This is an optimization exercise on Yosys and OpenROAD, whose aim is small area and a short achievable clock period, not a production implementation. Where RTL was checked, it was by simulation tests only, not by an equivalence proof against the original. For runs 7 and 8, only the layout was checked, not whether the RTL still works. Power is estimated from default activity; no workload was simulated.

==> flow/design.v <==
module alu(
	input	wire		en,
	input	wire[3:0]	op,
	input	wire[15:0]	A,
	input	wire[15:0]	B,
	input	wire[15:0]	p,
	input	wire[15:0]	g,
	output	wire[15:0]	res
	);
	wire	o_and = en & (op == 4'b0011);
	wire	o_or  = en & (op == 4'b0100);
	wire	o_xor = en & (op == 4'b0101);
	wire	o_not = en & (op == 4'b0110);
	wire	o_sll = en & (op == 4'b0111);
	wire	o_srl = en & (op == 4'b1000);
	wire	o_sra = en & (op == 4'b1001);
	wire	o_rol = en & (op == 4'b1010);
	wire	right = (op[3:1] == 3'b100);
	wire	sg = o_and | o_or;
	wire	sp = o_or | o_xor;
	wire[15:0]	lo = ({16{sg}} & g) | ({16{sp}} & p) | ({16{o_not}} & ~A);
	wire[3:0]	b = B[3:0];
	wire[3:0]	amt;
	assign amt[0] = b[0];
	assign amt[1] = b[1] ^ (right & b[0]);
	assign amt[2] = b[2] ^ (right & (b[0] | b[1]));
	assign amt[3] = b[3] ^ (right & (b[0] | b[1] | b[2]));
	wire[15:0]	r0 = amt[0] ? {A[14:0], A[15]} : A;
	wire[15:0]	r1 = amt[1] ? {r0[13:0], r0[15:14]} : r0;
	wire[15:0]	r2 = amt[2] ? {r1[11:0], r1[15:12]} : r1;
	wire[15:0]	r3 = amt[3] ? {r2[7:0], r2[15:8]} : r2;
	wire		big = |B[15:4];
	wire		b16 = (B == 16'd16);
	wire[15:0]	tlv = 16'hffff << b;	 
	wire		rolm = o_rol & (~big | b16);
	wire		sllm = o_sll & ~big;
	wire		srm = (o_srl | o_sra) & ~big;
	wire[15:0]	trv = {tlv[0], tlv[1], tlv[2], tlv[3], tlv[4], tlv[5], tlv[6], tlv[7],
			       tlv[8], tlv[9], tlv[10], tlv[11], tlv[12], tlv[13], tlv[14], tlv[15]};
	wire[15:0]	m = ({16{sllm}} & tlv) | ({16{srm}} & trv) | {16{rolm}};
	assign res = (r3 & m) | ({16{o_sra & A[15]}} & ~(trv & {16{~big}})) | lo;
endmodule
module cla16(
	input	wire[15:0]	g,
	input	wire[15:0]	p,
	input	wire		ci,
	output	wire[16:0]	c
	);
	wire[15:0]	G0 = {g[15:1], g[0] | (p[0] & ci)};
	wire[15:0]	P0 = p;
	wire[15:0]	G1 = G0 | (P0 & {G0[14], 1'b0, G0[12], 1'b0, G0[10], 1'b0, G0[8], 1'b0,
					 G0[6], 1'b0, G0[4], 1'b0, G0[2], 1'b0, G0[0], 1'b0});
	wire[15:0]	P1 = P0 & {P0[14], 1'b1, P0[12], 1'b1, P0[10], 1'b1, P0[8], 1'b1,
				   P0[6], 1'b1, P0[4], 1'b1, P0[2], 1'b1, P0[0], 1'b1};
	wire[15:0]	G2 = G1 | (P1 & {{2{G1[13]}}, 2'b0, {2{G1[9]}}, 2'b0,
					 {2{G1[5]}}, 2'b0, {2{G1[1]}}, 2'b0});
	wire[15:0]	P2 = P1 & {{2{P1[13]}}, 2'b11, {2{P1[9]}}, 2'b11,
				   {2{P1[5]}}, 2'b11, {2{P1[1]}}, 2'b11};
	wire[15:0]	G3 = G2 | (P2 & {{4{G2[11]}}, 4'b0, {4{G2[3]}}, 4'b0});
	wire[15:0]	P3 = P2 & {{4{P2[11]}}, 4'hf, {4{P2[3]}}, 4'hf};
	wire[15:0]	Gt = G3 | (P3 & {{8{G3[7]}}, 8'b0});
	assign c = {Gt, ci};
endmodule
module statem(
	input	wire		clk,
	input	wire		rst,
	input	wire[15:0]	sw,
	output	wire[15:0]	Fout
	);
	reg[1:0]	i;
	reg		show;		 
	reg[15:0]	A0;
	reg[15:0]	B0;
	reg[7:0]	cr;		 
	wire	i0 = (i == 2'd0);
	wire	i1 = (i == 2'd1);
	wire	i2 = (i == 2'd2);
	wire	i3 = (i == 2'd3);
	wire	o_add = (sw[3:0] == 4'b0001);
	wire	o_sub = (sw[3:0] == 4'b0010);
	wire[15:0]	bn = ({16{i1}} & sw) | ({16{i2 & o_add}} & B0) | ({16{i2 & o_sub}} & ~B0);
	wire[15:0]	y = i1 ? sw : ~B0;
	wire[16:0]	cy;
	cla16 nc(.g(A0 & y), .p(A0 ^ y), .ci(~i1), .c(cy));
	wire[7:0]	cyv = {cy[14], cy[12], cy[10], cy[8], cy[6], cy[4], cy[2], cy[0]};
	wire[7:0]	crn = ({8{i1 | (i2 & o_sub)}} & cyv) | ({8{i2 & o_add}} & cr);
	wire[15:0]	p = A0 ^ B0;
	wire[15:0]	g = A0 & B0;
	wire[7:0]	ge = {g[14], g[12], g[10], g[8], g[6], g[4], g[2], g[0]};
	wire[7:0]	pe = {p[14], p[12], p[10], p[8], p[6], p[4], p[2], p[0]};
	wire[7:0]	co = ge | (pe & cr);	 
	wire[16:0]	c = {g[15] | (p[15] & co[7]),
			     co[7], cr[7], co[6], cr[6], co[5], cr[5], co[4], cr[4],
			     co[3], cr[3], co[2], cr[2], co[1], cr[1], co[0], cr[0]};
	wire[15:0]	s = p ^ c[15:0];
	assign Fout = {16{show}} & s;
	wire	SF = s[15];
	wire	ZF = ~(|s);
	wire	CF = c[16] ^ cr[0];
	wire	OF = (c[15] ^ c[16]) & ~(cr[0] & ~(|A0));
	wire[15:0]	res;
	alu a(.en(i2), .op(sw[3:0]), .A(A0), .B(B0), .p(p), .g(g), .res(res));
	always @(posedge clk or negedge rst) begin
		if (rst == 0) begin
			i <= 2'd0;
			show <= 1'b0;
		end else begin
			i <= i + 2'd1;
			if (i2)
				show <= 1'b1;
		end
	end
	always @(posedge clk) begin
		B0 <= bn;
		cr <= crn;
		A0 <= ({16{i0}} & sw) | res | {12'b0, {4{i3}} & {SF, OF, ZF, CF}} |
		      ({16{i1 | (i2 & (o_add | o_sub))}} & A0);
	end
endmodule
==> flow/flow/run.sh <==
#!/bin/bash
# Own flow: the standard layout, except that synthesis leaves adders to ABC
# (no full/half-adder cells) and maps with the ABC script in flow/abc.script.
set -euo pipefail
W=$(pwd)
# scripts folder = ORFS's scripts, with abc_area.script replaced by ours
mkdir -p "$W/scripts_own"
for f in "$FLOW_HOME"/scripts/*; do ln -sf "$f" "$W/scripts_own/"; done
rm -f "$W/scripts_own/abc_area.script"
cp "$W/flow/abc.script" "$W/scripts_own/abc_area.script"
make -C "$FLOW_HOME" DESIGN_CONFIG="$W/config.mk" WORK_HOME="$W/orfs" CLKGATE_MAP_FILE= \
	SYNTH_SCRIPT="$W/synth_recipe.tcl" SCRIPTS_DIR="$W/scripts_own" \
	ADDER_MAP_FILE= ABC_AREA=1 synth > "$W/synth.log" 2>&1
# the rest of the standard flow (synthesis is up to date, so make skips it),
# with plain buffers on the ports
export BUFFER_PORTS_ARGS="-buffer_cell sky130_fd_sc_hd__buf_1"
bash "$W/standard.sh" > "$W/layout.log" 2>&1
==> flow/flow/abc.script <==
strash
&get -n
&st
&dch -f
&nf -R 50
&put
topo
==> flow/standard.sh <==
#!/bin/bash
# synth_recipe.tcl (not shown) runs the flow's synth.tcl, then flattens the netlist and writes it again
# the make line also repeats each setting of config.mk as NAME=value (left out here)
make -C /OpenROAD-flow-scripts/flow DESIGN_CONFIG=/design/flow/config.mk WORK_HOME=/design/flow/orfs CLKGATE_MAP_FILE= SYNTH_SCRIPT=/design/flow/synth_recipe.tcl "${@:-finish}"
==> flow/config.mk <==
export PLATFORM = sky130hd
export DESIGN_NAME = statem
export DESIGN_NICKNAME = statem
export VERILOG_FILES = /design/flow/design.v
export SDC_FILE = /design/flow/constraint.sdc
export NUM_CORES = 4
export LEC_CHECK = 0
export CAP_MARGIN = 20
export CORE_MARGIN = 2
export CORE_UTILIZATION = 40
export SETUP_SLACK_MARGIN = 3.0
export SLEW_MARGIN = 20
==> flow/constraint.sdc <==
create_clock -name core_clock -period 6.0 [get_ports {clk}]
set_input_delay 1.2000 -clock core_clock [delete_from_list [all_inputs] [get_ports {clk}]]
set_output_delay 1.2000 -clock core_clock [all_outputs]
set_load 0.01 [all_outputs]
==> summary.txt, run 1 <==
H-tree Lvls: 2
post-synthesis sequential area ratio: 0.2305
Hold WC Path Type: reg -> reg
Critical Path RT: 4.80 ns
gr busiest metal: met2
largest net degree at the start of global routing: 31
Crit Path Max Fanout: 8
Max Freq: 340.9 MHz
setup TNS: 0 ns
crit-path max cell delay: 0.47 ns
placed cells: 684
# IOs: 34
top post-synthesis cells by area: dfxtp_1 (21%), o21ai_0 (8.2%), mux2i_1 (6.6%)
RSZ-0062 raised after global routing: yes
fin cells: 703
Syn Inst Count: 514
Setup CP Type: reg -> out
vias in the first global route: 4,130
TritonCTS Buffers: 5
vias: 4,539
Post-Synth Adder-Cell Area: 0.02634
Worst slew margin: 0.4417
antenna viol nets, final: 0
crit end category: primary output
worst hold stages: 2
asr flop ratio synth: 0.06977
grt ovf: 0
Setup Viol. Count Final: 0
CP Cell Sequence: maj3_1 > xnor2_2 > and2_0 > buf_1
Synth top cells by count: nand2_1 (66), o21ai_0 (62), nor2_1 (44), a21oi_1 (43), dfxtp_1 (40)
num rows: 35
minimum clock period: 2.934 ns
M3 GR Usage: 0.05176
Pins Over Slew Limit: 0
Routed WL: 14,410 um
CP Launch Type: flip-flop
antenna cells: 0
area grow syn2layout: 19.26%
Synth top area share: 0.2107
vias per cell: 6.457
Tcrit/Tclk final: 0.4890
Setup Skew: 0.005047 ns
CTS Sinks: 43
worst hold endpoint: cr[4]
Port-buffer cells: 33
antenna violations before repair: 0
Max-Cap Viols: 0
Global Route Usage Sum: 0.2841
clock latency on the worst-skew pair: 0.31 ns
Vert. Die Dim: 101.5 um
syn_area_per_cell: 7.393 um^2
multiplexer area fraction after synthesis: 0.09549
Simple-Gate Fraction of Synth Area: 0.2279
Synth Flop Type: dfxtp_1
total number of yosys warnings: 1
Routed WL per cell: 20.50 um
most frequent cell after synthesis: nand2_1
critical path buffer and inverter count: 1
# DRC: 0
layout cell share with drive strength beyond 1: 0.08537
clock slew at reported path FFs: 0.09 ns
clk buf depth: 2
Yosys top cell by area: dfxtp_1
syn nets: 532
die area: 10,300 um^2
number of DRC markers in iteration 0: 576
Synth Cell Area: 3800 um^2
#FFs+latches synth: 43
R2R depth: 9
TritonCTS clock tree: built
M2 GR Usage: 0.4559
cell count along the critical path: 4
area of the core: 9240 um^2
Pre-antenna DRT Iters: 5
reg2reg end: cr[6]
Netlist cell types: 48
met1 GRT Util: 0.3772
maximum VDD drop: 0.00007716 V
CP max-delay cell: maj3_1
number of synthesized flops with an enable pin: 0
starting density of the core: 0.4112
die width: 101.5 um
largest family of logic cells by synthesized area: compound AO/OA/AOI/OAI gates
global-route wire length before repair: 22,580 um
CP top delay family: adder cells
GP Congestion: 0.9560
CP Data Arrival Time: 1.73 ns
Lkg Pwr: 0.001673 uW
Reg2Reg Setup Slack: 3.21 ns
nets: 592
DP HPWL: 10,150 um
Slew @ Worst Pin: 0.8354 ns
Crit Reg-Reg Startpoint: i[0]
Fin. Hold Viols: 0
xor and xnor area share after synthesis: 0.09220
post-synthesis compound-gate area fraction: 0.3227
min-delay src: cr[4]
status: complete, no violations
PD cells: 143.1 nW/um^2
clk root buf: clkbuf_8
## worst min-delay path: stages (launching register included)
cell     delay, ns
dfxtp_1       0.34
nand2_1       0.07
nand2_1       0.05
## layout by cell type, fill, tap and decap left out, drive strengths merged, types with 2 or more instances in the layout
cell / count
nand2: 66
o21ai: 62
buf: 48
nor2: 44
a21oi: 43
dfxtp: 40
xnor2: 27
mux2i: 25
nand3: 18
a22oi: 17
o211ai: 16
xor2: 16
a31oi: 13
and2: 13
mux2: 10
nor4: 10
a211oi: 10
maj3: 10
nor3: 9
clkbuf: 8
a221oi: 7
o221ai: 6
clkinv: 5
nand4: 5
a22o: 4
nand2b: 4
o31ai: 4
or3: 3
dfrtp: 3
or4: 2
and3: 2
o2111ai: 2
o22ai: 2
nor2b: 2
a2111oi: 2
## metrics by stage
stage	instance area (um^2)	total power [uW]	hold WS (ns)	setup WS, ns	utilization
2_1_floorplan	3845	377.3	0.4521	2.970	-
3_3_place_gp	4193	412.6	0.4664	2.335	0.4538
3_5_place_dp	4193	413.8	0.4777	2.238	0.4538
4_1_cts	4467	644.8	0.4915	2.917	0.4834
5_1_grt	4532	671.7	0.5138	2.973	0.4905
6_report	4532	648.6	0.4933	3.066	0.4905
## timing repair
item,4_1_cts,5_1_grt
buffers inserted,6,3
cloned,2,1
resized for setup,17,11
hold buffers,0,0
pin swaps,3,4
setup endpoints to repair,21,23
## power breakdown
part / total (uW) / switching [uW] / leakage (uW) / internal, uW
clock network: 234 / 111 / 0.0000513 / 122
logic: 103 / 58.5 / 0.00125 / 44.0
registers: 312 / 19.8 / 0.000374 / 293
## cell families after synthesis
group,count (synthesis)
AO/OA/AOI/OAI,196
flip-flops,43
multiplexers,35
AND/OR/NAND/NOR,185
XOR/XNOR,40
adder cells (fa/ha/maj),10
buffers and inverters,5
## registers in the layout (all words and copies together), names as in the netlist
| register | count |
|---|---|
| i | 2 |
| B0 | 16 |
| cr | 8 |
| A0 | 16 |
| show | 1 |
## worst max path at each step
stage               slack [ns]   start  endpoint
floorplan                 2.97   sw[3]    A0[10]
global placement          2.33   sw[1]     A0[3]
detailed placement        2.24   sw[1]     A0[3]
CTS                       2.92   sw[2]     A0[3]
global route              2.97   sw[2]     A0[3]
finish                    3.07  A0[14]  Fout[15]
## per-layer routing
metal	wire length, um	vias up
met5	0	-
met4	416	0
met3	1175	42
met2	6638	228
met1	6183	2152
li1	-	2117
## area by class of cell
cell class / count / area [um^2]
clock buffer: 6 / 72.57
clock inverter: 1 / 30.03
fill: 917 / 4708
inverter: 5 / 18.77
multi-input combinational: 469 / 3092
sequential: 43 / 880.8
tap: 129 / 161.4
timing repair buffer: 50 / 276.5
==> run 2, diff against run 1 <==
==> flow/flow/abc.script (replaced) <==
strash
&get -n
&st
&dch -f
&nf -R 60
&put
topo
--- a/flow/config.mk
+++ b/flow/config.mk
@@ -10,3 +10,4 @@
 export CORE_UTILIZATION = 40
 export SETUP_SLACK_MARGIN = 3.0
 export SLEW_MARGIN = 20
+export TNS_END_PERCENT = 30
==> summary.txt, run 2 <==
Routed WL: 14,150 um
critical path buffer and inverter count: 1
minimum clock period: 3.017 ns
syn nets: 538
PD cells: 135.5 nW/um^2
status: complete, no violations
Synth top cells by count: nand2_1 (69), o21ai_0 (55), nor2_1 (52), a21oi_1 (43), dfxtp_1 (40)
CP Cell Sequence: maj3_1 > xnor2_1 > and2_0 > buf_1
antenna viol nets, final: 0
CTS Sinks: 43
layout cell share with drive strength beyond 1: 0.07118
DP HPWL: 10,150 um
clock latency on the worst-skew pair: 0.31 ns
CP max-delay cell: maj3_1
number of synthesized flops with an enable pin: 0
# IOs: 34
Yosys top cell by area: dfxtp_1
vias: 4,483
nets: 593
placed cell area: 4200 um^2
Vert. Die Dim: 101.6 um
Port-buffer cells: 33
# DRC: 0
Syn Inst Count: 520
setup TNS: 0 ns
Final Cell Area: 4482 um^2
grt ovf: 0
Fin. Hold Viols: 0
Routed WL per cell: 20.06 um
clock slew at reported path FFs: 0.10 ns
area grow syn2layout: 17.67%
starting density of the core: 0.4122
antenna violations before repair: 0
crit end category: primary output
die width: 101.6 um
CP top delay family: adder cells
Synth Flop Type: dfxtp_1
area of the core: 9240 um^2
die area: 10,320 um^2
Netlist cell types: 48
TritonCTS Buffers: 5
RSZ-0062 raised after global routing: yes
Slew @ Worst Pin: 0.9396 ns
Pre-antenna DRT Iters: 6
Synth Cell Area: 3809 um^2
CP Launch Type: flip-flop
#FFs+latches synth: 43
Max-Cap Viols: 0
Pins Over Slew Limit: 0
antenna cells: 0
vias in the first global route: 4,036
clk root buf: clkbuf_8
Critical Path RT: 4.80 ns
asr flop ratio synth: 0.06977
post-synthesis sequential area ratio: 0.2300
Tcrit/Tclk final: 0.5028
most frequent cells in the layout: nand2_1 (67), o21ai_0 (54), nor2_1 (52), a21oi_1 (41), dfxtp_1 (38)
Crit Path Max Fanout: 8
H-tree Lvls: 2
clk buf depth: 2
Regs by FF count: A0: 16 flops, B0: 16 flops, cr: 8 flops
syn_area_per_cell: 7.324 um^2
Setup WS post-layout: 2.983 ns
num rows: 35
vias per cell: 6.359
crit-path max cell delay: 0.42 ns
Worst slew margin: 0.3688
Setup Viol. Count Final: 0
number of DRC markers in iteration 0: 410
Max Freq: 331.5 MHz
GP Congestion: 1.022
TritonCTS clock tree: built
Lkg Pwr: 0.001612 uW
top post-synthesis cells by area: dfxtp_1 (21%), o21ai_0 (7.2%), nand2_1 (6.8%)
most frequent cell after synthesis: nand2_1
CP Data Arrival Time: 1.82 ns
total number of yosys warnings: 1
global-route wire length before repair: 21,850 um
Hold Slack: 0.5038 ns
dpl ws: 2.299 ns
Hold WC Path Type: reg -> reg
Synth top area share: 0.2102
Setup Skew: 0.01564 ns
Global Route Usage Sum: 0.2715
commonest non-fill, non-tap cell in the layout: nand2_1
largest net degree at the start of global routing: 31
Setup CP Type: reg -> out
maximum VDD drop: 0.00006734 V
==> run 2: changes by cell type after synthesis, moves of 2 or more <==
cell     before  now
nand3_1      18   20
xor2_1       15   17
a22oi_1      17   15
nor2_1       44   52
nor3_1        9   11
o21ai_0      62   55
or2_0         1    3
a31oi_1      13   11
nand2_1      66   69
==> run 2: area by class of cell <==
class,instances,area [um^2]
clock buffers,7,76.32
clock inverters,1,5.005
fillers,934,4758
inverters,4,15.01
multi-input cells,476,3094
flip-flops and latches,43,880.8
well taps,129,161.4
repair buffers,45,249.0
==> run 2: cell families (layout without fill, tap and decap cells) <==
group,count (synthesis),after routing,synth area share
fa+ha+maj,9,9,0.02365
flops,43,43,0.2300
buf+inv,4,57,0.003941
mux,34,34,0.09264
compound gates,188,188,0.3121
xor+xnor,41,44,0.09428
simple gates,201,201,0.2434
==> run 2: repair_timing <==
| item | in CTS | in global routing |
|---|---|---|
| hold buffers | 0 | 0 |
| gates cloned | 2 | 1 |
| setup buffers | 4 | 1 |
| gates resized for setup | 4 | 19 |
| endpoints found under the setup margin | 20 | 28 |
| pin swaps | 2 | 1 |
==> run 2: per-layer routing <==
layer,vias up,global-route usage,wire [um]
li1,2089,-,-
met1,2147,0.3916,6277
met2,223,0.4266,6506
met3,24,0.03037,1082
met4,0,0.07692,279
met5,-,0,0
==> run 2: per-stage QoR <==
stage	instances	total power, uW	utilization
floorplan	520	377.8	-
global placement	689	411.8	0.4546
detailed placement	689	413.4	0.4546
CTS	703	598.0	0.4749
global route	705	626.4	0.4850
finish	705	607.3	0.4850
==> run 2: worst paths after layout <==
| path | startpoint | endpoint | slack (ns) | cells after the start |
|---|---|---|---|---|
| hold / removal | cr[4] | cr[4] | 0.50 | 2 |
| setup / recovery | A0[14] | Fout[15] | 2.98 | 4 |
| hold reg to reg | cr[4] | cr[4] | 0.50 | 2 |
| max in group asynchronous | rst | i[0] | 5.16 | 1 |
| setup reg to reg | i[0] | cr[7] | 3.23 | 11 |
| min in group asynchronous | rst | show | 0.68 | 1 |
==> run 2: power by group <==
part           total, uW  internal [uW]  switching (uW)
Clock                193           82.1             111
Sequential           311            292            19.1
Combinational        103           44.0            59.0
==> run 2: tightest hold or removal path: stages (launching register included) <==
cell and delay, ns:
dfxtp_1 0.36, nand2_1 0.07, nand2_1 0.04
==> run 3, diff against run 2 <==
--- a/flow/config.mk
+++ b/flow/config.mk
@@ -10,4 +10,4 @@
 export CORE_UTILIZATION = 40
 export SETUP_SLACK_MARGIN = 3.0
 export SLEW_MARGIN = 20
-export TNS_END_PERCENT = 30
+export TNS_END_PERCENT = 0
==> summary.txt, run 3 <==
Tcrit/Tclk final: 0.4914
minimum clock period: 2.949 ns
CP Data Arrival Time: 1.75 ns
H-tree Lvls: 2
Max-Cap Viols: 0
CTS Sinks: 43
Max Freq: 339.2 MHz
Vert. Die Dim: 101.6 um
area grow syn2layout: 19.25%
Port-buffer cells: 33
clk buf depth: 2
RSZ-0062 raised after global routing: yes
Global Route Usage Sum: 0.2672
antenna violations before repair: 0
Synth Cell Area: 3809 um^2
CP Launch Type: flip-flop
num rows: 35
Synth top area share: 0.2102
DP HPWL: 10,170 um
status: complete, no violations
number of synthesized flops with an enable pin: 0
Synth top cells by count: nand2_1 (69), o21ai_0 (55), nor2_1 (52), a21oi_1 (43), dfxtp_1 (40)
global-route wire length before repair: 21,650 um
Pins Over Slew Limit: 0
final core utilization: 0.4915
most frequent cells in the layout: nand2_1 (67), o21ai_0 (54), nor2_1 (51), a21oi_1 (42), dfxtp_1 (37)
Crit Path Max Fanout: 24
number of DRC markers in iteration 0: 356
power share of the clock group: 0.342
vias: 4,456
layout cell share with drive strength beyond 1: 0.07945
TritonCTS clock tree: built
setup TNS: 0 ns
Setup CP Type: reg -> out
total number of yosys warnings: 1
Switching Power: 186.1 uW
Slew @ Worst Pin: 0.9550 ns
die width: 101.6 um
# DRC: 0
PD cells: 138.2 nW/um^2
crit end category: primary output
Setup Viol. Count Final: 0
area of the core: 9240 um^2
CP Launch Point: B0[2]
Pre-antenna DRT Iters: 5
vias in the first global route: 3,951
internal power: 441.4 uW
most frequent cell after synthesis: nand2_1
vias per cell: 6.294
clk root buf: clkbuf_8
maximum VDD drop: 0.00008217 V
antenna viol nets, final: 0
clock slew at reported path FFs: 0.09 ns
nets: 596
Logic pwr share: 0.163
commonest non-fill, non-tap cell in the layout: nand2_1
Hold WC Path Type: reg -> reg
# IOs: 34
top post-synthesis cells by area: dfxtp_1 (21%), o21ai_0 (7.2%), nand2_1 (6.8%)
largest net degree at the start of global routing: 31
Yosys top cell by area: dfxtp_1
syn nets: 538
Regs by FF count: A0: 16 flops, B0: 16 flops, cr: 8 flops
GP Congestion: 0.9513
post-synthesis sequential area ratio: 0.2300
Switching Fraction: 0.2966
Synth Flop Type: dfxtp_1
syn_area_per_cell: 7.324 um^2
#FFs+latches synth: 43
Worst slew margin: 0.3584
antenna cells: 0
Critical Path RT: 4.80 ns
TritonCTS Buffers: 5
asr flop ratio synth: 0.06977
Lkg Pwr: 0.001657 uW
Crit Reg-Reg Startpoint: i[0]
Fin. Hold Viols: 0
Syn Inst Count: 520
grt ovf: 0
clock latency on the worst-skew pair: 0.30 ns
power share of the sequential group: 0.495
Routed WL: 14,030 um
die area: 10,320 um^2
Netlist cell types: 48
Setup Skew: 0.01112 ns
Routed WL per cell: 19.81 um
min-delay src: cr[3]
starting density of the core: 0.4122
==> run 3: cell counts after synthesis <==
Identical to the previous run, type by type.
==> run 3: cells by family after synthesis <==
group | after synthesis | synth area share
fa+ha+maj | 9 | 0.02365
buf+inv | 4 | 0.003941
simple gates | 201 | 0.2434
flops | 43 | 0.2300
compound gates | 188 | 0.3121
mux | 34 | 0.09264
xor+xnor | 41 | 0.09428
==> run 3: worst paths after layout <==
kind,to,slack (ns),depth (start not counted)
worst max register to register,cr[7],3.17,11
worst max-delay path,Fout[3],3.05,5
worst min register to register,cr[3],0.51,2
min in group asynchronous,show,0.70,1
worst min-delay path,cr[3],0.51,2
max in group asynchronous,i[1],5.13,1
==> run 3: metrics by stage <==
stage | std cells | instance area (um^2) | power [uW] | setup WS [ns] | hold WS [ns]
final | 708 | 4542 | 627.5 | 3.051 | 0.5134
after global placement | 688 | 4187 | 411.2 | 2.324 | 0.4876
after global routing | 708 | 4542 | 650.8 | 2.949 | 0.5259
after CTS | 697 | 4317 | 622.7 | 2.818 | 0.5062
after floorplan | 520 | 3856 | 377.5 | 2.887 | 0.4521
after detailed placement | 688 | 4187 | 412.7 | 2.277 | 0.4949
==> run 3: what timing repair did <==
| action | in CTS | in global routing |
|---|---|---|
| hold buffers | 0 | 0 |
| setup buffers | 0 | 9 |
| gates resized for setup | 4 | 24 |
| gates cloned | 1 | 2 |
| endpoints found under the setup margin | 22 | 26 |
| pin swaps | 1 | 3 |
==> run 3: area by class of cell <==
| cell class | instances | area [um^2] |
|---|---|---|
| sequential | 43 | 882.1 |
| multi-input combinational | 476 | 3113 |
| fill | 913 | 4698 |
| timing repair buffer | 48 | 270.3 |
| inverter | 4 | 15.01 |
| tap | 129 | 161.4 |
| clock buffer | 8 | 100.1 |
==> run 3: critical path, stage by stage, from the launching register on <==
cell	delay [ns]
dfxtp_1	0.31
buf_4	0.24
maj3_1	0.42
xnor2_2	0.18
and2_0	0.14
buf_1	0.15
==> run 3: metal layers <==
metal / global-route usage / up-vias / part of all wire
li1: - / 2107 / -
met1: 0.3813 / 2107 / 0.45
met2: 0.4337 / 221 / 0.46
met3: 0.03244 / 21 / 0.071
met4: 0.05301 / 0 / 0.018
met5: 0 / - / 0
==> run 3: power groups by stage <==
stage          Sequential, uW  Combinational [uW]  Clock (uW)
6_report                  311                 102         214
5_1_grt                   312                 113         226
4_1_cts                   310                97.3         215
3_5_place_dp              317                95.6           0
3_3_place_gp              317                93.9           0
2_1_floorplan             310                67.4           0
==> run 4, diff against run 3 <==
--- a/flow/config.mk
+++ b/flow/config.mk
@@ -10,4 +10,3 @@
 export CORE_UTILIZATION = 40
 export SETUP_SLACK_MARGIN = 3.0
 export SLEW_MARGIN = 20
-export TNS_END_PERCENT = 0
==> summary.txt, run 4 <==
area grow syn2layout: 18.43%
GP Congestion: 1.022
Pins Over Slew Limit: 0
status: complete, no violations
power share of the sequential group: 0.514
minimum clock period: 2.935 ns
Critical Path RT: 4.80 ns
Setup CP Type: reg -> out
Max-Cap Viols: 0
nets: 593
clk root buf: clkbuf_8
Hold Slack: 0.5034 ns
# IOs: 34
layout cell share with drive strength beyond 1: 0.07986
Logic pwr share: 0.171
most frequent cells in the layout: nand2_1 (67), o21ai_0 (53), nor2_1 (52), a21oi_1 (41), dfxtp_1 (36)
vias in the first global route: 4,053
antenna cells: 0
Switching Fraction: 0.3090
Fin. Hold Viols: 0
asr flop ratio synth: 0.06977
placed cell area: 4200 um^2
Regs by FF count: A0: 16 flops, B0: 16 flops, cr: 8 flops
Simple-Gate Fraction of Synth Area: 0.2434
H-tree Lvls: 2
Slew @ Worst Pin: 0.9406 ns
Max Freq: 340.7 MHz
post-synthesis compound-gate area fraction: 0.3121
CTS Hold Buffers Added: 0
post-synthesis sequential area ratio: 0.2300
area of the core: 9240 um^2
die area: 10,320 um^2
largest family of logic cells by synthesized area: compound AO/OA/AOI/OAI gates
crit end category: primary output
Yosys top cell by area: dfxtp_1
power share of the clock group: 0.315
Netlist cell types: 48
clock latency on the worst-skew pair: 0.31 ns
clock slew at reported path FFs: 0.10 ns
number of synthesized flops with an enable pin: 0
Vert. Die Dim: 101.6 um
multiplexer area fraction after synthesis: 0.09264
placed cells: 689
Synth top area share: 0.2102
TritonCTS Buffers: 5
antenna violations before repair: 0
Routed WL: 14,170 um
Final Cell Area: 4511 um^2
vias: 4,483
syn_area_per_cell: 7.324 um^2
internal power: 419.0 uW
TritonCTS clock tree: built
Synth Cell Area: 3809 um^2
Tcrit/Tclk final: 0.4892
Setup Viol. Count Final: 0
Hold WC Path Type: reg -> reg
clk buf depth: 2
Port-buffer cells: 33
grt ovf: 0
most frequent cell after synthesis: nand2_1
global-route wire length before repair: 21,910 um
# DRC: 0
largest net degree at the start of global routing: 31
Lkg Pwr: 0.001627 uW
syn nets: 538
Setup Skew: 0.01348 ns
number of DRC markers in iteration 0: 377
Synth Flop Type: dfxtp_1
Switching Power: 187.3 uW
Syn Inst Count: 520
antenna viol nets, final: 0
Post-Synth Adder-Cell Area: 0.02365
RSZ-0062 raised after global routing: no
Crit Path Max Fanout: 24
total number of yosys warnings: 1
Global Route Usage Sum: 0.2722
setup TNS: 0 ns
Routed WL per cell: 20.10 um
#FFs+latches synth: 43
Synth top cells by count: nand2_1 (69), o21ai_0 (55), nor2_1 (52), a21oi_1 (43), dfxtp_1 (40)
CP Data Arrival Time: 1.73 ns
Total Power: 606.3 uW
PD cells: 134.4 nW/um^2
top post-synthesis cells by area: dfxtp_1 (21%), o21ai_0 (7.2%), nand2_1 (6.8%)
starting density of the core: 0.4122
num rows: 35
Worst slew margin: 0.3681
maximum VDD drop: 0.00006571 V
CTS Sinks: 43
CP Launch Type: flip-flop
DP HPWL: 10,150 um
fin cells: 705
commonest non-fill, non-tap cell in the layout: nand2_1
vias per cell: 6.359
xor and xnor area share after synthesis: 0.09428
die width: 101.6 um
Pre-antenna DRT Iters: 6
-- run 4: cell counts after synthesis --
No cell type changed its count.
-- run 4: stage by stage --
stage,utilization,setup WS [ns]
3_3_place_gp,0.4546,2.371
5_1_grt,0.4882,3.003
2_1_floorplan,-,2.932
6_report,0.4882,3.065
4_1_cts,0.4776,3.017
3_5_place_dp,0.4546,2.299
-- run 4: final timing paths --
| kind | start | to | cells after the start | slack, ns |
|---|---|---|---|---|
| max in group asynchronous | rst | i[0] | 1 | 5.15 |
| worst min register to register | cr[4] | cr[4] | 2 | 0.50 |
| worst min-delay path | cr[4] | cr[4] | 2 | 0.50 |
| worst max-delay path | B0[2] | Fout[3] | 5 | 3.07 |
| worst max register to register | i[0] | cr[7] | 11 | 3.24 |
| min in group asynchronous | rst | show | 1 | 0.69 |
-- run 4: critical path: stages, from the launching register on --
cell	delay, ns
dfxtp_1	0.32
buf_6	0.18
maj3_1	0.42
xnor2_2	0.20
and2_0	0.15
buf_1	0.15
-- run 4: power by group through the flow --
stage | Clock [uW] | Sequential (uW) | Combinational [uW]
2_1_floorplan | 0 | 310 | 67.7
3_3_place_gp | 0 | 317 | 94.7
3_5_place_dp | 0 | 317 | 96.1
4_1_cts | 190 | 311 | 98.6
5_1_grt | 200 | 313 | 115
6_report | 191 | 311 | 104
-- run 4: kinds of logic (layout without fill, tap and decap cells) --
family | count (synthesis) | in the layout
flip-flops | 43 | 43
AND/OR/NAND/NOR | 201 | 201
buffers and inverters | 4 | 57
AO/OA/AOI/OAI | 188 | 188
adder cells (fa/ha/maj) | 9 | 9
multiplexers | 34 | 34
XOR/XNOR | 41 | 44
-- run 4: cell type report --
class | count | area [um^2]
Clock buffer | 7 | 76.32
Clock inverter | 1 | 5.005
Fill cell | 932 | 4730
Inverter | 4 | 15.01
Multi-Input combinational cell | 476 | 3117
Sequential cell | 43 | 883.3
Tap cell | 129 | 161.4
Timing Repair Buffer | 45 | 252.7
-- run 4: what timing repair did --
item,4_1_cts,5_1_grt
cloned,2,1
setup endpoints to repair,20,26
setup buffers,4,1
pin swaps,2,1
gates resized for setup,8,23
-- run 4: layer usage --
metal  wire, um  GRT usage
met5          0          0
met4        341    0.08212
met3       1020    0.03106
met2       6527     0.4276
met1       6279     0.3905
==> run 5, diff against run 4 <==
--- a/flow/config.mk
+++ b/flow/config.mk
@@ -8,5 +8,7 @@
 export CAP_MARGIN = 20
 export CORE_MARGIN = 2
 export CORE_UTILIZATION = 40
+export CTS_CLUSTER_DIAMETER = 200
+export CTS_CLUSTER_SIZE = 50
 export SETUP_SLACK_MARGIN = 3.0
 export SLEW_MARGIN = 20
==> summary.txt, run 5 <==
status: complete, no violations
DP HPWL: 10,150 um
die width: 101.6 um
vias per cell: 6.359
starting density of the core: 0.4122
Port-buffer cells: 33
total number of yosys warnings: 1
crit end category: primary output
placed cell area: 4200 um^2
Total Power: 606.3 uW
minimum clock period: 2.935 ns
CP Data Arrival Time: 1.73 ns
Vert. Die Dim: 101.6 um
dpl ws: 2.299 ns
number of synthesized flops with an enable pin: 0
Tcrit/Tclk final: 0.4892
number of DRC markers in iteration 0: 377
nets: 593
clk buf depth: 2
Routed WL: 14,170 um
# IOs: 34
Critical Path RT: 4.80 ns
Yosys top cell by area: dfxtp_1
CP Launch Type: flip-flop
clock latency on the worst-skew pair: 0.31 ns
Fin. Hold Viols: 0
grt ovf: 0
Synth Flop Type: dfxtp_1
Pre-antenna DRT Iters: 6
top post-synthesis cells by area: dfxtp_1 (21%), o21ai_0 (7.2%), nand2_1 (6.8%)
Setup Skew: 0.01348 ns
Setup Viol. Count Final: 0
reg2reg end: cr[7]
RSZ-0062 raised after global routing: no
Routed WL per cell: 20.10 um
Setup WS post-layout: 3.065 ns
Hold WC Path Type: reg -> reg
TritonCTS clock tree: built
syn_area_per_cell: 7.324 um^2
commonest non-fill, non-tap cell in the layout: nand2_1
most frequent cells in the layout: nand2_1 (67), o21ai_0 (53), nor2_1 (52), a21oi_1 (41), dfxtp_1 (36)
Crit Path Max Fanout: 24
Netlist cell types: 48
min-delay src: cr[4]
multiplexer area fraction after synthesis: 0.09264
Synth top cells by count: nand2_1 (69), o21ai_0 (55), nor2_1 (52), a21oi_1 (43), dfxtp_1 (40)
Synth top area share: 0.2102
GP Congestion: 1.022
setup TNS: 0 ns
CTS Hold Buffers Added: 0
vias in the first global route: 4,053
Slew @ Worst Pin: 0.9406 ns
antenna violations before repair: 0
#FFs+latches synth: 43
Worst slew margin: 0.3681
H-tree Lvls: 2
Post-Synth Adder-Cell Area: 0.02365
R2R depth: 11
Lkg Pwr: 0.001627 uW
Final Cell Area: 4511 um^2
Max Freq: 340.7 MHz
CTS Sinks: 43
worst hold endpoint: cr[4]
syn nets: 538
post-synthesis compound-gate area fraction: 0.3121
# DRC: 0
Crit Reg-Reg Startpoint: i[0]
global-route wire length before repair: 21,910 um
Setup CP Type: reg -> out
Regs by FF count: A0: 16 flops, B0: 16 flops, cr: 8 flops
Pins Over Slew Limit: 0
Hold Slack: 0.5034 ns
area of the core: 9240 um^2
layout cell share with drive strength beyond 1: 0.07986
maximum VDD drop: 0.00006571 V
area grow syn2layout: 18.43%
asr flop ratio synth: 0.06977
most frequent cell after synthesis: nand2_1
PD cells: 134.4 nW/um^2
Syn Inst Count: 520
largest family of logic cells by synthesized area: compound AO/OA/AOI/OAI gates
worst hold stages: 2
antenna viol nets, final: 0
vias: 4,483
clock slew at reported path FFs: 0.10 ns
post-synthesis sequential area ratio: 0.2300
TritonCTS Buffers: 5
antenna cells: 0
Max-Cap Viols: 0
num rows: 35
Synth Cell Area: 3809 um^2
clk root buf: clkbuf_8
xor and xnor area share after synthesis: 0.09428
Reg2Reg Setup Slack: 3.24 ns
largest net degree at the start of global routing: 31
Global Route Usage Sum: 0.2722
die area: 10,320 um^2
Simple-Gate Fraction of Synth Area: 0.2434
[run 5: cell counts after synthesis]
Identical to the previous run, type by type.
[run 5: how the worst max path moves through the flow]
stage,start,to,slack (ns)
after floorplan,sw[1],A0[10],2.93
after global placement,sw[3],A0[11],2.37
after detailed placement,sw[1],A0[11],2.30
after CTS,sw[3],A0[15],3.02
after global routing,B0[2],Fout[3],3.00
final,B0[2],Fout[3],3.07
[run 5: cells by family (layout without fill, tap and decap cells)]
kind of cell	count (synthesis)	count (layout)
AND/OR/NAND/NOR	201	201
adder cells (fa/ha/maj)	9	9
flip-flops	43	43
buffers and inverters	4	57
AO/OA/AOI/OAI	188	188
multiplexers	34	34
XOR/XNOR	41	44
[run 5: layer usage]
| metal | track usage | wire length, um |
|---|---|---|
| met2 | 0.4276 | 6527 |
| met5 | 0 | 0 |
| met4 | 0.08212 | 341 |
| met1 | 0.3905 | 6279 |
| met3 | 0.03106 | 1020 |
[run 5: final cells by class]
cell class	count	area, um^2
fillers	932	4730
multi-input cells	476	3117
flip-flops and latches	43	883.3
repair buffers	45	252.7
well taps	129	161.4
clock buffers	7	76.32
inverters	4	15.01
clock inverters	1	5.005
[run 5: worst max-delay path, cell delays in order (launching register included)]
cell and delay, ns:
dfxtp_1 0.32, buf_6 0.18, maj3_1 0.42, xnor2_2 0.20, and2_0 0.15, buf_1 0.15
[run 5: metrics by stage]
step,std cells,util
2_1_floorplan,520,-
3_3_place_gp,689,0.4546
3_5_place_dp,689,0.4546
4_1_cts,703,0.4776
5_1_grt,705,0.4882
6_report,705,0.4882
[run 5: what timing repair did]
action,in CTS,in global routing
resized for setup,8,23
endpoints found under the setup margin,20,26
pin swaps,2,1
cloned,2,1
endpoints found under the hold margin,0,0
setup buffers,4,1
[run 5: report_power, final]
group          internal [uW]  leakage (uW)  switching (uW)  total, uW
clock network           82.1     0.0000422             109        191
logic                   44.6       0.00121            59.1        104
registers                292      0.000374            19.2        311
==> run 6, diff against run 5 <==
--- a/flow/config.mk
+++ b/flow/config.mk
@@ -8,6 +8,7 @@
 export CAP_MARGIN = 20
 export CORE_MARGIN = 2
 export CORE_UTILIZATION = 40
+export CTS_BUF_LIST = sky130_fd_sc_hd__clkbuf_16
 export CTS_CLUSTER_DIAMETER = 200
 export CTS_CLUSTER_SIZE = 50
 export SETUP_SLACK_MARGIN = 3.0
==> summary.txt, run 6 <==
status: complete, no violations
Critical Path RT: 4.80 ns
TritonCTS Buffers: 5
Lkg Pwr: 0.001654 uW
vias in the first global route: 4,032
critical path buffer and inverter count: 2
Global Route Usage Sum: 0.2722
commonest non-fill, non-tap cell in the layout: nand2_1
TritonCTS clock tree: built
syn_area_per_cell: 7.324 um^2
Setup Skew: 0.006620 ns
Final Cell Area: 4557 um^2
clk root buf: clkbuf_16
Total Power: 684.2 uW
maximum VDD drop: 0.0001010 V
CP Launch Type: flip-flop
area grow syn2layout: 19.65%
H-tree Lvls: 2
global-route wire length before repair: 21,880 um
Crit Path Max Fanout: 24
Pins Over Slew Limit: 0
setup TNS: 0 ns
most frequent cell after synthesis: nand2_1
PD cells: 150.1 nW/um^2
CP Data Arrival Time: 1.75 ns
Slew @ Worst Pin: 0.9285 ns
Max Freq: 338.9 MHz
Setup Viol. Count Final: 0
Netlist cell types: 48
internal power: 487.8 uW
largest net degree at the start of global routing: 31
Routed WL per cell: 20.23 um
Reg area: 882.1 um^2
vias per cell: 6.355
CP Cell Sequence: buf_4 > maj3_1 > xnor2_2 > and2_0 > buf_1
starting density of the core: 0.4122
Worst slew margin: 0.3762
die area: 10,320 um^2
antenna violations before repair: 0
Crit Reg-Reg Startpoint: i[0]
CTS Sinks: 43
layout cell share with drive strength beyond 1: 0.07652
vias: 4,474
min-delay src: cr[4]
number of synthesized flops with an enable pin: 0
syn nets: 538
Fin. Hold Viols: 0
most frequent cells in the layout: nand2_1 (67), o21ai_0 (53), nor2_1 (52), a21oi_1 (41), dfxtp_1 (37)
Tcrit/Tclk final: 0.4918
area occupied by multi-input gates: 3120 um^2
Synth top cells by count: nand2_1 (69), o21ai_0 (55), nor2_1 (52), a21oi_1 (43), dfxtp_1 (40)
DP HPWL: 10,150 um
Max-Cap Viols: 0
antenna viol nets, final: 0
Switching Power: 196.4 uW
grt ovf: 0
# IOs: 34
Regs by FF count: A0: 16 flops, B0: 16 flops, cr: 8 flops
total number of yosys warnings: 1
crit end category: primary output
Switching Fraction: 0.2871
CTS Hold Buffers Added: 0
Yosys top cell by area: dfxtp_1
Synth Flop Type: dfxtp_1
asr flop ratio synth: 0.06977
Port-buffer cells: 33
Vert. Die Dim: 101.6 um
#FFs+latches synth: 43
area of the core: 9240 um^2
clk buf depth: 2
fin cells: 704
num rows: 35
CP max-delay cell: maj3_1
GP Congestion: 1.022
Syn Inst Count: 520
power share of the clock group: 0.393
Reg2Reg Setup Slack: 3.23 ns
top post-synthesis cells by area: dfxtp_1 (21%), o21ai_0 (7.2%), nand2_1 (6.8%)
clock latency on the worst-skew pair: 0.29 ns
Pre-antenna DRT Iters: 5
post-synthesis sequential area ratio: 0.2300
Routed WL: 14,240 um
Logic pwr share: 0.152
RSZ-0062 raised after global routing: yes
nets: 592
minimum clock period: 2.951 ns
antenna cells: 0
placed cell area: 4200 um^2
Synth Cell Area: 3809 um^2
CP top delay family: adder cells
die width: 101.6 um
Hold Slack: 0.4981 ns
placed cells: 689
power share of the sequential group: 0.455
CP Launch Point: B0[2]
Hold WC Path Type: reg -> reg
layout filler cell count: 934
clock slew at reported path FFs: 0.07 ns
Setup CP Type: reg -> out
# DRC: 0
Synth top area share: 0.2102
crit-path max cell delay: 0.43 ns
number of DRC markers in iteration 0: 344
## run 6: power by group through the flow
stage	Clock [uW]	Sequential (uW)	Combinational, uW
after floorplan	0	310	67.7
after global placement	0	317	94.7
after detailed placement	0	317	96.1
after CTS	269	311	97.8
after global routing	279	313	115
final	269	312	104
## run 6: cells by family (layout without fill, tap and decap cells)
logic type | count (synthesis) | in the layout | synth area share
and+or+nand+nor | 201 | 201 | 0.2434
buffers and inverters | 4 | 56 | 0.003941
xor gates and xnor gates | 41 | 44 | 0.09428
adders and majority gates | 9 | 9 | 0.02365
DFF | 43 | 43 | 0.2300
AOI/OAI and AO/OA | 188 | 188 | 0.3121
muxes | 34 | 34 | 0.09264
## run 6: final timing paths
| check | endpoint | depth (start not counted) |
|---|---|---|
| max | Fout[3] | 5 |
| min | cr[4] | 2 |
| max reg2reg | cr[7] | 11 |
| min reg2reg | cr[4] | 2 |
| max in group asynchronous | i[0] | 1 |
| min in group asynchronous | show | 1 |
## run 6: repair_timing
item                                    in CTS  in global routing
endpoints found under the setup margin      20                 26
cloned                                       2                  1
endpoints found under the hold margin        0                  0
pin swaps                                    4                  1
setup buffers                                3                  1
resized for setup                            9                 20
## run 6: metal layers
metal  global-route usage  vias up  share of wire
met5                    0        -              0
met4              0.08004        0          0.023
met3              0.02830       27          0.083
met2               0.4317      223           0.45
met1               0.3893     2127           0.44
li1                     -     2097              -
## run 6: tightest hold or removal path: cells and delay by family (launching register included)
family        cells  cell delay (ns)
flops             1             0.35
simple gates      2             0.11
## run 6: layout make-up
cell class,count,area share
clock buffers,5,0.02746
clock inverters,3,0.002746
inverters,4,0.003295
multi-input cells,476,0.6848
flip-flops and latches,43,0.1936
well taps,129,0.03542
repair buffers,44,0.05272
## run 6: metrics by stage
step / setup WS (ns) / util
5_1_grt: 2.977 / 0.4932
2_1_floorplan: 2.932 / -
3_3_place_gp: 2.371 / 0.4546
4_1_cts: 2.966 / 0.4819
6_report: 3.049 / 0.4932
3_5_place_dp: 2.299 / 0.4546
==> run 7, diff against run 6 <==
--- a/flow/design.v
+++ b/flow/design.v
@@ -15,20 +15,18 @@
 	wire	o_srl = en & (op == 4'b1000);
 	wire	o_sra = en & (op == 4'b1001);
 	wire	o_rol = en & (op == 4'b1010);
-	wire	right = (op[3:1] == 3'b100);
 	wire	sg = o_and | o_or;
 	wire	sp = o_or | o_xor;
 	wire[15:0]	lo = ({16{sg}} & g) | ({16{sp}} & p) | ({16{o_not}} & ~A);
 	wire[3:0]	b = B[3:0];
-	wire[3:0]	amt;
-	assign amt[0] = b[0];
-	assign amt[1] = b[1] ^ (right & b[0]);
-	assign amt[2] = b[2] ^ (right & (b[0] | b[1]));
-	assign amt[3] = b[3] ^ (right & (b[0] | b[1] | b[2]));
-	wire[15:0]	r0 = amt[0] ? {A[14:0], A[15]} : A;
-	wire[15:0]	r1 = amt[1] ? {r0[13:0], r0[15:14]} : r0;
-	wire[15:0]	r2 = amt[2] ? {r1[11:0], r1[15:12]} : r1;
-	wire[15:0]	r3 = amt[3] ? {r2[7:0], r2[15:8]} : r2;
+	wire[3:0]	nb = 4'd0 - b;
+	wire[15:0]	r0 = b[0] ? {A[14:0], A[15]} : A;
+	wire[15:0]	l1 = b[1] ? {r0[13:0], r0[15:14]} : r0;
+	wire[15:0]	l2 = b[2] ? {l1[11:0], l1[15:12]} : l1;
+	wire[15:0]	rl = b[3] ? {l2[7:0], l2[15:8]} : l2;
+	wire[15:0]	q1 = nb[1] ? {r0[13:0], r0[15:14]} : r0;
+	wire[15:0]	q2 = nb[2] ? {q1[11:0], q1[15:12]} : q1;
+	wire[15:0]	rr = nb[3] ? {q2[7:0], q2[15:8]} : q2;
 	wire		big = |B[15:4];
 	wire		b16 = (B == 16'd16);
 	wire[15:0]	tlv = 16'hffff << b;	 
@@ -37,8 +35,8 @@
 	wire		srm = (o_srl | o_sra) & ~big;
 	wire[15:0]	trv = {tlv[0], tlv[1], tlv[2], tlv[3], tlv[4], tlv[5], tlv[6], tlv[7],
 			       tlv[8], tlv[9], tlv[10], tlv[11], tlv[12], tlv[13], tlv[14], tlv[15]};
-	wire[15:0]	m = ({16{sllm}} & tlv) | ({16{srm}} & trv) | {16{rolm}};
-	assign res = (r3 & m) | ({16{o_sra & A[15]}} & ~(trv & {16{~big}})) | lo;
+	assign res = (rl & (({16{sllm}} & tlv) | {16{rolm}})) | (rr & {16{srm}} & trv) |
+		     ({16{o_sra & A[15]}} & ~(trv & {16{~big}})) | lo;
 endmodule
 module cla16(
 	input	wire[15:0]	g,
--- a/flow/config.mk
+++ b/flow/config.mk
@@ -8,8 +8,5 @@
 export CAP_MARGIN = 20
 export CORE_MARGIN = 2
 export CORE_UTILIZATION = 40
-export CTS_BUF_LIST = sky130_fd_sc_hd__clkbuf_16
-export CTS_CLUSTER_DIAMETER = 200
-export CTS_CLUSTER_SIZE = 50
-export SETUP_SLACK_MARGIN = 3.0
+export SETUP_SLACK_MARGIN = 3.1
 export SLEW_MARGIN = 20
==> summary.txt, run 7 <==
Synth Cell Area: 4244 um^2
most frequent cell after synthesis: nand2_1
placed cells: 795
PD cells: 127.3 nW/um^2
Vert. Die Dim: 107.0 um
largest net degree at the start of global routing: 52
antenna viol nets, final: 0
maximum VDD drop: 0.00007441 V
status: complete, no violations
syn_area_per_cell: 6.856 um^2
Fin. Hold Viols: 0
Worst slew margin: 0.5026
commonest non-fill, non-tap cell in the layout: nand2_1
Crit Path Max Fanout: 36
asr flop ratio synth: 0.06977
top post-synthesis cells by area: dfxtp_1 (19%), nand2_1 (8.6%), o21ai_0 (8.3%)
die width: 107.0 um
layout cell share with drive strength beyond 1: 0.1162
CTS Sinks: 43
most frequent cells in the layout: nand2_1 (95), nor2_1 (77), o21ai_0 (68), a21oi_1 (63), buf_1 (29)
CP top delay family: adder cells
Tcrit/Tclk final: 0.4781
TritonCTS Buffers: 5
Simple-Gate Fraction of Synth Area: 0.2621
clock latency on the worst-skew pair: 0.31 ns
Pins Over Slew Limit: 0
Setup CP Type: reg -> out
post-synthesis compound-gate area fraction: 0.3420
clk buf depth: 2
RSZ-0062 raised after global routing: yes
Routed WL: 17,560 um
xor and xnor area share after synthesis: 0.07429
# DRC: 0
Max-Cap Viols: 0
Netlist cell types: 45
minimum clock period: 2.868 ns
num rows: 37
area grow syn2layout: 19.31%
#FFs+latches synth: 43
layout filler cell count: 1,059
GP Congestion: 0.9332
Post-Synth Adder-Cell Area: 0.02358
clk root buf: clkbuf_8
vias per cell: 6.540
Regs by FF count: A0: 16 flops, B0: 16 flops, cr: 8 flops
Setup Skew: 0.008555 ns
grt ovf: 0
Syn Inst Count: 619
die area: 11,450 um^2
fin cells: 816
setup TNS: 0 ns
syn nets: 637
CP max-delay cell: maj3_2
Routed WL per cell: 21.52 um
Port-buffer cells: 33
Hold WC Path Type: reg -> reg
Synth top area share: 0.1887
# IOs: 34
Slew @ Worst Pin: 0.7443 ns
post-synthesis sequential area ratio: 0.2064
CP Cell Sequence: buf_12 > maj3_2 > xnor2_2 > and2_1 > clkbuf_2
vias: 5,337
number of synthesized flops with an enable pin: 0
antenna violations before repair: 0
crit-path max cell delay: 0.35 ns
critical path buffer and inverter count: 2
Global Route Usage Sum: 0.3071
largest family of logic cells by synthesized area: compound AO/OA/AOI/OAI gates
TritonCTS clock tree: built
Synth top cells by count: nand2_1 (97), nor2_1 (79), o21ai_0 (70), a21oi_1 (64), dfxtp_1 (40)
Total Power: 644.4 uW
final core utilization: 0.4905
CP Launch Type: flip-flop
vias in the first global route: 4,797
Lkg Pwr: 0.001747 uW
nets: 697
clock slew at reported path FFs: 0.09 ns
multiplexer area fraction after synthesis: 0.08726
H-tree Lvls: 2
total number of yosys warnings: 1
Hold Slack: 0.4970 ns
DP HPWL: 12,490 um
number of DRC markers in iteration 0: 581
CP Data Arrival Time: 1.67 ns
Setup Viol. Count Final: 0
Max Freq: 348.6 MHz
Yosys top cell by area: dfxtp_1
crit end category: primary output
global-route wire length before repair: 27,230 um
starting density of the core: 0.4111
antenna cells: 0
Pre-antenna DRT Iters: 6
area of the core: 10,320 um^2
Synth Flop Type: dfxtp_1
Critical Path RT: 4.80 ns
-- run 7: changes by cell type after synthesis, sizes merged, moves of 4 or more --
cell	previous run	this run
nor4	11	7
nor2	52	79
a21oi	43	64
o31ai	4	0
a22oi	15	10
mux2i	24	28
nand2	69	97
a2111oi	2	7
o211ai	16	26
a221oi	7	2
o21ai	55	70
a31oi	11	21
-- run 7: final cells by class --
| class | instances | area (um^2) | area share |
|---|---|---|---|
| well taps | 136 | 170.2 | 0.03361 |
| flip-flops and latches | 43 | 903.4 | 0.1784 |
| repair buffers | 53 | 324.1 | 0.06400 |
| multi-input cells | 571 | 3555 | 0.7020 |
| clock inverters | 1 | 5.005 | 0.0009884 |
| inverters | 5 | 20.02 | 0.003954 |
| clock buffers | 7 | 86.33 | 0.01705 |
-- run 7: final timing paths --
kind                       slack (ns)  startpoint  endpoint  cells past startpoint
setup / recovery                 3.13       B0[2]   Fout[3]                      5
hold / removal                   0.50       cr[4]     cr[4]                      2
setup reg to reg                 3.21       B0[2]     A0[9]                      8
hold reg to reg                  0.50       cr[4]     cr[4]                      2
max in group asynchronous        5.12         rst      i[1]                      1
min in group asynchronous        0.70         rst      i[0]                      1
-- run 7: kinds of logic after synthesis --
| group | Yosys count |
|---|---|
| AND/OR/NAND/NOR | 253 |
| AO/OA/AOI/OAI | 236 |
| flip-flops | 43 |
| XOR/XNOR | 36 |
| multiplexers | 36 |
| adder cells (fa/ha/maj) | 10 |
| buffers and inverters | 5 |
-- run 7: what timing repair did --
| action | 4_1_cts | 5_1_grt |
|---|---|---|
| gates cloned | 0 | 0 |
| endpoints found under the setup margin | 28 | 29 |
| endpoints found under the hold margin | 0 | 0 |
| buffers inserted | 5 | 8 |
| resized for setup | 35 | 33 |
| hold buffers | 0 | 0 |
| pin swaps | 2 | 6 |
-- run 7: worst register-to-register path, cell delays in order, from the launching register on --
cell and delay, ns:
dfxtp_2 0.34, buf_12 0.18, nor2_1 0.51, nand2_1 0.29, and2_1 0.43, o211ai_1 0.27, a21oi_1 0.07, a2111oi_0 0.40
o21ai_0 0.16
-- run 7: layer usage --
layer | wire, um | global-route usage | up-vias
met5 | 0 | 0 | -
met3 | 1416 | 0.03951 | 65
li1 | - | - | 2470
met1 | 7553 | 0.4101 | 2477
met4 | 769 | 0.1336 | 0
met2 | 7821 | 0.4955 | 325
-- run 7: stage by stage --
step	cell area [um^2]	setup WS, ns
2_1_floorplan	4277	3.102
3_3_place_gp	4623	2.366
6_report	5064	3.132
3_5_place_dp	4623	2.243
4_1_cts	4865	3.047
5_1_grt	5064	3.064
-- run 7: power by group --
group,internal [uW],switching (uW)
logic,50.6,71.6
registers,293,22.4
clock network,93.3,114
total,437,208
==> run 8, diff against run 7 <==
--- a/flow/config.mk
+++ b/flow/config.mk
@@ -8,5 +8,5 @@
 export CAP_MARGIN = 20
 export CORE_MARGIN = 2
 export CORE_UTILIZATION = 40
-export SETUP_SLACK_MARGIN = 3.1
+export SETUP_SLACK_MARGIN = 3.3
 export SLEW_MARGIN = 20
==> summary.txt, run 8 <==
Tcrit/Tclk final: 0.4577
vias: 5,626
Critical Path RT: 4.80 ns
clock slew at reported path FFs: 0.09 ns
status: complete, no violations
layout cell share with drive strength beyond 1: 0.2424
Routed WL: 19,630 um
number of synthesized flops with an enable pin: 0
Synth top cells by count: nand2_1 (97), nor2_1 (79), o21ai_0 (70), a21oi_1 (64), dfxtp_1 (40)
Synth top area share: 0.1887
# IOs: 34
Global Route Usage Sum: 0.3269
top post-synthesis cells by area: dfxtp_1 (19%), nand2_1 (8.6%), o21ai_0 (8.3%)
M2 GR Usage: 0.5064
antenna cells: 0
clock latency on the worst-skew pair: 0.31 ns
Pins Over Slew Limit: 0
Max-Cap Viols: 0
#FFs+latches synth: 43
area of the core: 10,320 um^2
Crit Path Max Fanout: 4
minimum clock period: 2.746 ns
starting density of the core: 0.4111
Setup CP Type: reg -> out
total number of yosys warnings: 1
maximum VDD drop: 0.00008283 V
num rows: 37
syn_area_per_cell: 6.856 um^2
Port-buffer cells: 33
area grow syn2layout: 33.84%
RSZ-0062 raised after global routing: yes
H-tree Lvls: 2
setup TNS: 0 ns
CP Launch Type: flip-flop
clk root buf: clkbuf_8
Final Cell Area: 5680 um^2
Yosys top cell by area: dfxtp_1
Slew @ Worst Pin: 0.7931 ns
die width: 107.0 um
antenna viol nets, final: 0
gr busiest metal: met2
grt ovf: 0
Vert. Die Dim: 107.0 um
Syn Inst Count: 619
vias in the first global route: 4,936
Setup Viol. Count Final: 0
post-synthesis sequential area ratio: 0.2064
Synth Flop Type: dfxtp_1
largest net degree at the start of global routing: 52
Regs by FF count: A0: 16 flops, B0: 16 flops, cr: 8 flops
Netlist cell types: 45
Hold WC Path Type: reg -> reg
DP HPWL: 12,880 um
Worst slew margin: 0.4700
asr flop ratio synth: 0.06977
TritonCTS Buffers: 5
vias per cell: 6.557
crit end category: primary output
Fin. Hold Viols: 0
nets: 739
Synth Cell Area: 4244 um^2
CTS Sinks: 43
most frequent cells in the layout: nand2_1 (92), nor2_1 (71), o21ai_0 (65), a21oi_1 (62), buf_4 (56)
Routed WL per cell: 22.88 um
most frequent cell after synthesis: nand2_1
TritonCTS clock tree: built
Pre-antenna DRT Iters: 6
M3 GR Usage: 0.07112
met1 GRT Util: 0.4208
die area: 11,450 um^2
Reg2Reg Setup Slack: 3.37 ns
# DRC: 0
number of DRC markers in iteration 0: 648
syn nets: 637
clk buf depth: 2
Setup Skew: 0.007570 ns
Lkg Pwr: 0.002097 uW
GP Congestion: 1.007
antenna violations before repair: 0
global-route wire length before repair: 28,370 um
Max Freq: 364.2 MHz
placed cell area: 4637 um^2
PD cells: 115.5 nW/um^2
CP Data Arrival Time: 1.55 ns
commonest non-fill, non-tap cell in the layout: nand2_1
run 8: logic make-up (layout without fill, tap and decap cells):
group	after synthesis	in the layout	synth area share
and+or+nand+nor	253	255	0.2621
muxes	36	36	0.08727
DFF	43	43	0.2064
xor gates and xnor gates	36	36	0.07429
adders and majority gates	10	10	0.02359
buffers and inverters	5	106	0.004423
AOI/OAI and AO/OA	236	236	0.3420
run 8: metal layers:
metal / routed length (um) / up-vias
li1: - / 2563
met2: 8635 / 376
met1: 7992 / 2598
met3: 1911 / 89
met4: 1093 / 0
met5: 0 / -
run 8: worst paths after layout:
kind | start | end | cells after the start
min in group asynchronous | rst | show | 1
worst max-delay path | B0[2] | Fout[3] | 5
max in group asynchronous | rst | i[0] | 1
worst min-delay path | cr[4] | cr[4] | 2
worst min register to register | cr[4] | cr[4] | 2
worst max register to register | B0[2] | A0[8] | 9
run 8: area by class of cell:
type                       count  area [um^2]
timing repair buffer          93        691.9
clock inverter                 1        5.005
clock buffer                   7        76.32
multi-input combinational    573         3759
inverter                       5        22.52
fill                        1009         4643
sequential                    43        955.9
tap                          136        170.2
run 8: report_power, final:
| group | internal (uW) | switching (uW) |
|---|---|---|
| Sequential | 288 | 17.4 |
| Combinational | 69.2 | 86.8 |
| Clock | 82.1 | 112 |
run 8: repair_timing:
action | CTS | global route
gates resized for setup | 99 | 56
setup buffers | 32 | 20
endpoints found under the setup margin | 37 | 30
hold buffers | 0 | 0
gates cloned | 2 | 2
pin swaps | 13 | 12
run 8: critical path, cell delays in order (launching register included):
cell,delay [ns]
dfxtp_4,0.36
buf_12,0.13
maj3_2,0.32
xnor2_2,0.14
and2_0,0.15
buf_2,0.13
run 8: through the flow:
stage	utilization	power, uW	setup WS (ns)	hold WS [ns]	cells
after global routing	0.5502	680.1	3.199	0.5185	858
final	0.5502	656.0	3.254	0.4915	858
after detailed placement	0.4492	432.0	2.331	0.4717	794
after floorplan	-	390.1	3.304	0.4514	619
after CTS	0.5140	637.7	3.254	0.4856	836
after global placement	0.4487	429.3	2.126	0.4671	794

## separate check: timing with driven ports
How much do the figures lean on ideal ports? The routed layouts below were timed once more, with nothing changed but the port constraints.
Step 1: set_driving_cell puts a clkbuf_16 on clk and a buf_2 on each other input, an assumption about the parent block.
Step 2 adds t to the input delays and takes it off the output delays; t is the mean of the earliest and latest rising clock arrival at the registers after step 1. Input paths then give back, and output paths get back, about the clock's delay inside the block.
a / b / c = ideal ports / drivers / drivers and shift; a / b = the first two.
| run | t (ns) | setup WS [ns] | hold slack, ns | clock arrival spread, ns | worst register clock-pin slew, ns |
|---|---|---|---|---|---|
| run 1 | 0.336 | 3.066 / 3.034 / 2.776 | 0.493 / 0.493 / 0.493 | 0.005 / 0.005 | 0.09 / 0.09 |
| run 2 | 0.334 | 2.983 / 2.953 / 2.782 | 0.504 / 0.504 / 0.504 | 0.016 / 0.016 | 0.10 / 0.10 |
| run 3 | 0.332 | 3.051 / 3.018 / 2.771 | 0.513 / 0.513 / 0.513 | 0.011 / 0.012 | 0.09 / 0.09 |
| run 4 | 0.333 | 3.065 / 3.034 / 2.781 | 0.503 / 0.503 / 0.503 | 0.013 / 0.014 | 0.10 / 0.10 |
| run 5 | 0.333 | 3.065 / 3.034 / 2.781 | 0.503 / 0.503 / 0.503 | 0.013 / 0.014 | 0.10 / 0.10 |
| run 6 | 0.324 | 3.049 / 3.013 / 2.800 | 0.498 / 0.498 / 0.498 | 0.007 / 0.006 | 0.07 / 0.07 |
| run 7 | 0.344 | 3.132 / 3.098 / 2.822 | 0.497 / 0.497 / 0.497 | 0.009 / 0.008 | 0.09 / 0.09 |
| run 8 | 0.340 | 3.254 / 3.220 / 2.957 | 0.491 / 0.491 / 0.491 | 0.007 / 0.008 | 0.09 / 0.09 |
After both steps setup and hold are still met in every run listed. The setup slack of run 7, which loses most, moves by -0.034 ns with the drivers and by -0.310 ns with both steps.
